Source: an optimization exercise on an open RTL-to-GDS flow (aim: small area). Production flows keep margins and buffers that such runs may drop.
Function was checked by simulation only, so behaviour that the tests miss may differ from the original.
The clock input has no modelled driver; a real chip could not lean on it and would need a root buffer or a full tree.
Power is estimated from default activity; no workload was simulated.

==> flow/design.v <==
module some_registers
  (
   input wire        pclk,
   input wire        preset_n,
   input wire        penable,
   input wire [7:0]  paddr,
   input wire        pwrite,
   input wire [31:0] pwdata,
   input wire [3:0]  pstrb,
   input wire [2:0]  pprot,
   input wire        psel,
   output wire [31:0] prdata,
   output wire       pready
);
   wire [1:0]        wordaddr;
   reg               phase;            
   reg [31:0]        slot0 [1:0];      
   reg [31:0]        slot1 [1:0];      
   assign wordaddr = paddr[3:2];
   assign pready = 1'b1;
   wire              rslot = wordaddr[0] ^ phase;
   wire [3:0]        rsel;
   assign rsel[0] = !wordaddr[1] & !rslot;
   assign rsel[1] = !wordaddr[1] & rslot;
   assign rsel[2] = wordaddr[1] & !rslot;
   assign rsel[3] = wordaddr[1] & rslot;
   rmux rmux0
     (.sel(rsel), .d0(slot0[0]), .d1(slot1[0]), .d2(slot0[1]), .d3(slot1[1]),
      .q(prdata));
   wire              wr = psel & pwrite & rslot;
   always @(posedge pclk or negedge preset_n)
     if (!preset_n)
       phase <= 1'b0;
     else
       phase <= !phase;
   genvar            p, b;
   generate
      for (p = 0; p < 2; p = p + 1) begin : pair
         wire [31:0] next0;
         wire [3:0]  load;
         for (b = 0; b < 4; b = b + 1) begin : lane
            assign load[b] = wr & (wordaddr[1] == p) & pstrb[b];
         end
         wmux wmux0 (.load(load), .d(pwdata), .keep(slot1[p]), .q(next0));
         always @(posedge pclk) begin
            slot0[p] <= next0;
            slot1[p] <= slot0[p];
         end
      end
   endgenerate
endmodule
module rmux
  (
   input wire [3:0]  sel,
   input wire [31:0] d0,
   input wire [31:0] d1,
   input wire [31:0] d2,
   input wire [31:0] d3,
   output wire [31:0] q
);
   assign q = ({32{sel[0]}} & d0) | ({32{sel[1]}} & d1)
            | ({32{sel[2]}} & d2) | ({32{sel[3]}} & d3);
endmodule
module wmux
  (
   input wire [3:0]  load,
   input wire [31:0] d,
   input wire [31:0] keep,
   output wire [31:0] q
);
   genvar            b;
   generate
      for (b = 0; b < 4; b = b + 1) begin : lane
         assign q[8*b +: 8] = ({8{load[b]}} & d[8*b +: 8]) | ({8{!load[b]}} & keep[8*b +: 8]);
      end
   endgenerate
endmodule
module pwm_controller
  #(parameter WIDTH = 16)
  (
   input wire        pclk,
   input wire        preset_n,
   input wire        penable,
   input wire [7:0]  paddr,
   input wire        pwrite,
   input wire [31:0] pwdata,
   input wire [3:0]  pstrb,
   input wire [2:0]  pprot,
   input wire        psel,
   output wire [31:0] prdata,
   output wire       pready,
   output wire       pwm_out
);
   reg [WIDTH-1:0]   counter;
   reg [WIDTH-1:0]   climit_n;       
   reg [WIDTH-1:0]   onlimit_n;      
   reg               climit_set;
   reg               onlimit_set;
   wire              addr0 = (paddr == 8'h0);
   wire              wr = psel & pwrite;
   function automatic ge_n;
      input [WIDTH-1:0] a;
      input [WIDTH-1:0] b_n;
      integer i;
      reg c;
      begin
         c = 1'b1;
         for (i = 0; i < WIDTH; i = i + 1)
           c = (a[i] & b_n[i]) | (a[i] & c) | (b_n[i] & c);
         ge_n = c;
      end
   endfunction
   assign pwm_out = onlimit_set & !ge_n(counter, onlimit_n);
   assign pready = 1'b1;
   wire              rd_c = addr0 & climit_set;
   wire              rd_o = !addr0 & onlimit_set;
   assign prdata = {{(32-WIDTH){1'b0}},
                    ~(({WIDTH{!rd_c}} | climit_n) & ({WIDTH{!rd_o}} | onlimit_n))};
   always @(posedge pclk or negedge preset_n)
     if(!preset_n) begin
        climit_set <= 1'b0;
        onlimit_set <= 1'b0;
     end else begin
        if (wr) begin
           if (addr0)
             climit_set <= 1'b1;
           else
             onlimit_set <= 1'b1;
        end
     end
   always @(posedge pclk)
     if (!climit_set || ge_n(counter, climit_n))
       counter <= {WIDTH{1'b0}};
     else
       counter <= counter + 1'b1;
   always @(posedge pclk)
     if (wr) begin
        if (addr0)
          climit_n <= ~pwdata[WIDTH-1:0];
        else
          onlimit_n <= ~pwdata[WIDTH-1:0];
     end
endmodule
module apb_periph
  (
   input wire        pclk,
   input wire        preset_n,
   input wire        penable,
   input wire [7:0]  paddr,
   input wire        pwrite,
   input wire [31:0] pwdata,
   input wire [3:0]  pstrb,
   input wire [2:0]  pprot,
   input wire        psel1,
   output wire [31:0] prdata1,
   output wire       pready1,
   input wire        psel2,
   output wire [31:0] prdata2,
   output wire       pready2,
   output wire       led
);
   some_registers some_registers0
     (
      .pclk(pclk),
      .preset_n(preset_n),
      .penable(penable),
      .paddr(paddr),
      .pwrite(pwrite),
      .pwdata(pwdata),
      .pstrb(pstrb),
      .pprot(pprot),
      .psel(psel1),
      .prdata(prdata1),
      .pready(pready1)
      );
   pwm_controller pwm_controller0
     (
      .pclk(pclk),
      .preset_n(preset_n),
      .penable(penable),
      .paddr(paddr),
      .pwrite(pwrite),
      .pwdata(pwdata),
      .pstrb(pstrb),
      .pprot(pprot),
      .psel(psel2),
      .prdata(prdata2),
      .pready(pready2),
      .pwm_out(led)
      );
endmodule
clock: 5.0 ns
lec_check: 0
cap_margin: 20
core_margin: 2
core_utilization: 40
slew_margin: 20
standard.sh (not shown) runs the stock make flow with config.mk's settings and CLKGATE_MAP_FILE= SYNTH_SCRIPT=/design/flow/synth_recipe.tcl, a recipe that flattens the netlist after the stock synthesis.
==> flow/flow/run.sh <==
#!/bin/bash
# Standard ORFS layout with these changes:
#  - synthesis maps logic with an area-oriented ABC script (flow/abc.script)
#    in place of ORFS's speed script; everything else in synthesis, and so
#    every register, is as the standard synthesis makes it; the register
#    file's read mux (module rmux, which holds no registers) is kept as a
#    module until the end of synthesis (SYNTH_KEEP_MODULES), so it is
#    mapped on its own as an AND-OR of its one-hot select; the write
#    muxes of the register file's slots (module wmux, no registers) are
#    kept as well and mapped first with ABC's area mapper amap
#    (flow/abc_wmux.script, hooked in by flow/abc_modules.py);
#  - ports are buffered with the smallest buffer (buf_1);
#  - after clock tree synthesis, flow/myclk.tcl replaces the tree with a
#    two-level inverter tree: the clock port drives one root inverter,
#    which drives 10 leaf inverters, each driving the clock pins of one
#    spatial group of about 18 registers;
#  - the tie cells that synthesis makes for constant outputs are not
#    duplicated per port (SKIP_REPAIR_TIE_FANOUT): one tie cell drives the
#    constant-0 outputs (prdata2[31:16]) and one the constant-1 outputs
#    (pready1, pready2).
set -euo pipefail
W=$(pwd)
rm -rf "$W/scripts_abc"
cp -r "$FLOW_HOME/scripts" "$W/scripts_abc"
cp "$W/flow/abc.script" "$W/scripts_abc/abc_speed.script"
python3 "$W/flow/abc_modules.py" "$W/scripts_abc/synth.tcl"
bash standard.sh "SCRIPTS_DIR=$W/scripts_abc" "SYNTH_KEEP_MODULES=rmux wmux" \
  "ABC_MODULE_SCRIPTS=wmux $W/flow/abc_wmux.script" synth > synth.log 2>&1
export MYCLK_NLEAF=10 MYCLK_NX=5
export MYCLK_CELL=sky130_fd_sc_hd__inv_8 MYCLK_ROOT=sky130_fd_sc_hd__inv_8
bash standard.sh \
  "BUFFER_PORTS_ARGS=-buffer_cell sky130_fd_sc_hd__buf_1" \
  "CTS_ARGS=-sink_clustering_enable -repair_clock_nets -dont_use_dummy_load -buf_list sky130_fd_sc_hd__clkbuf_8" \
  "POST_CTS_TCL=$W/flow/myclk.tcl" \
  "SKIP_REPAIR_TIE_FANOUT=1" \
  finish > layout.log 2>&1
==> flow/flow/abc_modules.py <==
# Patch the copied ORFS synth.tcl so that, before its abc call maps the
# whole design, the modules named in ABC_MODULE_SCRIPTS ("module script"
# pairs) are mapped with their own ABC scripts; the main abc call then
# leaves their already mapped cells alone.
import sys
p = sys.argv[1]
s = open(p).read()
old = "  log_cmd abc {*}$abc_args\n"
new = """  if { [env_var_exists_and_non_empty ABC_MODULE_SCRIPTS] } {
    foreach {m script} $::env(ABC_MODULE_SCRIPTS) {
      set margs $abc_args
      lset margs 1 $script
      log_cmd abc {*}$margs $m
    }
  }
  log_cmd abc {*}$abc_args
"""
assert s.count(old) == 1, "abc call not found"
open(p, "w").write(s.replace(old, new))
==> flow/flow/abc_wmux.script <==
strash
dch -f
amap
topo
Other scripts of this flow, unchanged in this note and not shown: flow/flow/abc.script, flow/flow/myclk.tcl
Then changed:
--- a/flow/flow/run.sh
+++ b/flow/flow/run.sh
@@ -8,4 +8 @@
-#    mapped on its own as an AND-OR of its one-hot select; the write
-#    muxes of the register file's slots (module wmux, no registers) are
-#    kept as well and mapped first with ABC's area mapper amap
-#    (flow/abc_wmux.script, hooked in by flow/abc_modules.py);
+#    mapped on its own as an AND-OR of its one-hot select;
@@ -26,3 +23 @@
-python3 "$W/flow/abc_modules.py" "$W/scripts_abc/synth.tcl"
-bash standard.sh "SCRIPTS_DIR=$W/scripts_abc" "SYNTH_KEEP_MODULES=rmux wmux" \
-  "ABC_MODULE_SCRIPTS=wmux $W/flow/abc_wmux.script" synth > synth.log 2>&1
+bash standard.sh "SCRIPTS_DIR=$W/scripts_abc" "SYNTH_KEEP_MODULES=rmux" synth > synth.log 2>&1
removed: flow/flow/abc_modules.py
removed: flow/flow/abc_wmux.script
Wire length is lower by 2.9%. Register-to-register slack gets better by 60 ps. First-iteration DRC count goes up by 2.7%. Power went down by 5.9%. Sequential share of layout area shrinks by 0.19 points. Area after synthesis rose by 0.49%. Final cell count goes up by 2.9%. Via count went down by 0.36%.
In every run of this note, the design's own scripts or RTL, not TritonCTS, make the clock network.

Another version of the RTL of apb_periph (not shown whole).
Size: roughly 480 cells after synthesis, ~180 flip-flops, about 120 I/O pins.
Design apb_periph, start of the top module:
module apb_periph
  (
   input wire        pclk,
   input wire        preset_n,
   input wire        penable,
   input wire [7:0]  paddr,
   input wire        pwrite,
   input wire [31:0] pwdata,
   input wire [3:0]  pstrb,
   input wire [2:0]  pprot,
   input wire        psel1,
   output wire [31:0] prdata1,
   output wire       pready1,
   input wire        psel2,
   output wire [31:0] prdata2,
   output wire       pready2,
   output wire       led
);
Settings: LEC_CHECK=0, CAP_MARGIN=20, CORE_MARGIN=2, CORE_UTILIZATION=40, SLEW_MARGIN=20; clock period 5.0 ns.
==> flow/flow/run.sh <==
#!/bin/bash
# Standard ORFS layout with these changes:
#  - synthesis maps logic with an area-oriented ABC script (flow/abc.script)
#    in place of ORFS's speed script; everything else in synthesis, and so
#    every register, is as the standard synthesis makes it;
#  - ports are buffered with the smallest buffer (buf_1);
#  - after clock tree synthesis, flow/myclk.tcl replaces the tree with a
#    two-level inverter tree: the clock port drives one root inverter,
#    which drives 10 leaf inverters, each driving the clock pins of one
#    spatial group of about 18 registers.
set -euo pipefail
W=$(pwd)
rm -rf "$W/scripts_abc"
cp -r "$FLOW_HOME/scripts" "$W/scripts_abc"
cp "$W/flow/abc.script" "$W/scripts_abc/abc_speed.script"
bash standard.sh "SCRIPTS_DIR=$W/scripts_abc" synth > synth.log 2>&1
export MYCLK_NLEAF=10 MYCLK_NX=5
export MYCLK_CELL=sky130_fd_sc_hd__inv_8 MYCLK_ROOT=sky130_fd_sc_hd__inv_8
bash standard.sh \
  "BUFFER_PORTS_ARGS=-buffer_cell sky130_fd_sc_hd__buf_1" \
  "CTS_ARGS=-sink_clustering_enable -repair_clock_nets -dont_use_dummy_load -buf_list sky130_fd_sc_hd__clkbuf_8" \
  "POST_CTS_TCL=$W/flow/myclk.tcl" \
  finish > layout.log 2>&1
==> flow/flow/abc.script <==
strash
&get -n
&st
&syn3
&dch -f
&nf -R 1000
&put
==> flow/flow/myclk.tcl <==
# Replace the clock tree that CTS built (run as ORFS's POST_CTS_TCL hook).
# The clock port drives one root cell (MYCLK_ROOT, if set; else the port
# drives the leaves directly), which drives MYCLK_NLEAF leaf cells
# (MYCLK_CELL), each driving the clock pins of one spatial group of
# registers and placed at the group's centroid.  The groups are
# MYCLK_NX columns by x, each split into rows by y, with equal counts.
# Root and leaf are both inverters or both buffers, so the registers see
# the clock with its own polarity.

proc outpin {inst} {
  set t [$inst findITerm X]
  if {$t eq "NULL" || $t eq ""} { set t [$inst findITerm Y] }
  return $t
}
set nleaf [expr {[info exists ::env(MYCLK_NLEAF)] ? $::env(MYCLK_NLEAF) : 4}]
set leafcell [expr {[info exists ::env(MYCLK_CELL)] ? $::env(MYCLK_CELL) : "sky130_fd_sc_hd__clkbuf_16"}]
set block [ord::get_db_block]
set db [ord::get_db]
set clknet [$block findNet pclk]
# 1. remove the buffers CTS inserted, moving their loads to their input net
set changed 1
while {$changed} {
  set changed 0
  foreach inst [$block getInsts] {
    set mname [[$inst getMaster] getName]
    if {![string match "clkbuf_*" [$inst getName]] || ![string match "sky130_fd_sc_hd__clkbuf_*" $mname]} continue
    set in [[$inst findITerm A] getNet]
    set out [[$inst findITerm X] getNet]
    foreach it [$out getITerms] {
      if {[$it getInst] eq $inst} continue
      $it disconnect
      $it connect $in
    }
    [$inst findITerm A] disconnect
    [$inst findITerm X] disconnect
    odb::dbInst_destroy $inst
    odb::dbNet_destroy $out
    set changed 1
    break
  }
}
# 2. the clock pins now on the port's net
set sinks {}
foreach it [$clknet getITerms] {
  set inst [$it getInst]
  set bb [$inst getBBox]
  lappend sinks [list $it [expr {([$bb xMin]+[$bb xMax])/2}] [expr {([$bb yMin]+[$bb yMax])/2}]]
}
puts "myclk: [llength $sinks] sinks on pclk"
# 3. split into groups: by x into nx columns, each by y into ny rows
proc split_by {lst idx n} {
  set s [lsort -integer -index $idx $lst]
  set out {}
  set len [llength $s]
  for {set i 0} {$i < $n} {incr i} {
    lappend out [lrange $s [expr {$i*$len/$n}] [expr {($i+1)*$len/$n - 1}]]
  }
  return $out
}
set nx [expr {[info exists ::env(MYCLK_NX)] ? $::env(MYCLK_NX) : 2}]
set ny [expr {$nleaf / $nx}]
set rootcell [expr {[info exists ::env(MYCLK_ROOT)] ? $::env(MYCLK_ROOT) : ""}]
set srcnet $clknet
if {$rootcell ne ""} {
  set rm [$db findMaster $rootcell]
  set die [$block getDieArea]
  set root [odb::dbInst_create $block $rm "clkbuf_root_my"]
  $root setLocation [expr {([$die xMin]+[$die xMax])/2}] [expr {([$die yMin]+[$die yMax])/2}]
  $root setPlacementStatus PLACED
  set srcnet [odb::dbNet_create $block "clknet_my_root"]
  $srcnet setSigType CLOCK
  [$root findITerm A] connect $clknet
  [outpin $root] connect $srcnet
}
set groups {}
foreach col [split_by $sinks 1 $nx] { foreach g [split_by $col 2 $ny] { lappend groups $g } }
set master [$db findMaster $leafcell]
set k 0
foreach g $groups {
  set sx 0; set sy 0
  foreach s $g { set sx [expr {$sx + [lindex $s 1]}]; set sy [expr {$sy + [lindex $s 2]}] }
  set cx [expr {$sx / [llength $g]}]; set cy [expr {$sy / [llength $g]}]
  set buf [odb::dbInst_create $block $master "clkbuf_leaf_my_$k"]
  $buf setLocation [expr {$cx - [$master getWidth]/2}] [expr {$cy - [$master getHeight]/2}]
  $buf setPlacementStatus PLACED
  set net [odb::dbNet_create $block "clknet_my_$k"]
  $net setSigType CLOCK
  foreach s $g { set it [lindex $s 0]; $it disconnect; $it connect $net }
  [outpin $buf] connect $net
  [$buf findITerm A] connect $srcnet
  puts "myclk: leaf $k [llength $g] sinks at $cx $cy"
  incr k
}
detailed_placement
estimate_parasitics -placement
The starting point finished with timing, DRC and antenna clean.
Next try:
--- a/flow/flow/run.sh
+++ b/flow/flow/run.sh
@@ -10 +10,5 @@
-#    spatial group of about 18 registers.
+#    spatial group of about 18 registers;
+#  - the tie cells that synthesis makes for constant outputs are not
+#    duplicated per port (SKIP_REPAIR_TIE_FANOUT): one tie cell drives the
+#    constant-0 outputs (prdata2[31:16]) and one the constant-1 outputs
+#    (pready1, pready2).
@@ -22,0 +27 @@
+  "SKIP_REPAIR_TIE_FANOUT=1" \
Cell count shrinks by about 2.1%.
Cell area shrinks by 0.97%.
Global-route usage shrinks by 0.26 points.
Next try:
--- a/flow/flow/run.sh
+++ b/flow/flow/run.sh
@@ -9,6 +9,2 @@
-#    which drives 10 leaf inverters, each driving the clock pins of one
-#    spatial group of about 18 registers;
-#  - the tie cells that synthesis makes for constant outputs are not
-#    duplicated per port (SKIP_REPAIR_TIE_FANOUT): one tie cell drives the
-#    constant-0 outputs (prdata2[31:16]) and one the constant-1 outputs
-#    (pready1, pready2).
+#    which drives 8 leaf inverters, each driving the clock pins of one
+#    spatial group of about 22 registers.
@@ -21,2 +17,2 @@
-export MYCLK_NLEAF=10 MYCLK_NX=5
-export MYCLK_CELL=sky130_fd_sc_hd__inv_8 MYCLK_ROOT=sky130_fd_sc_hd__inv_8
+export MYCLK_NLEAF=8 MYCLK_NX=4
+export MYCLK_CELL=sky130_fd_sc_hd__inv_12 MYCLK_ROOT=sky130_fd_sc_hd__inv_8
@@ -27 +22,0 @@
-  "SKIP_REPAIR_TIE_FANOUT=1" \
==> flow/flow/abc.script (replaced) <==
strash
&get -n
&st
&synch2
&dch -f
&nf -R 1000
&put
=> Core utilization came out higher by 0.60 points; worst hold slack got worse by 0.0032 ns; design area went up slightly.
No run of this note takes its clock network from TritonCTS; it comes from the design's own scripts or RTL.

static timing again, ports no longer ideal:
The flow's constraints put no driver on any port. The routed layouts listed below were extracted and timed again, unchanged, in two steps.
Step 1, drivers: a clkbuf_16 drives pclk and a buf_2 each remaining input, both assumed.
Step 2 also shifts input and output timing later by t, the mid clock arrival at the registers, as if the neighbouring blocks saw the same clock.
Three values: no drivers, after step 1, after step 2; two values: the first two.
run	t, ns	slack for setup (ns)	worst register clock-pin slew, ns	pins driven straight from the clock port
the first run of note 1	0.285	1.012 / 0.986 / 0.986	0.10 / 0.10	1
the second run of note 1	0.284	1.334 / 1.281 / 1.430	0.10 / 0.10	1
the first run of note 2	0.284	1.389 / 1.337 / 1.545	0.10 / 0.10	1
the second run of note 2	0.276	1.329 / 1.278 / 1.489	0.09 / 0.09	1
the third run of note 2	0.299	1.237 / 1.183 / 1.272	0.09 / 0.09	1
After both steps every run listed still meets setup and hold. The setup slack of the first run of note 1, which loses most, moves by -0.026 ns with the drivers and by -0.026 ns with both steps.
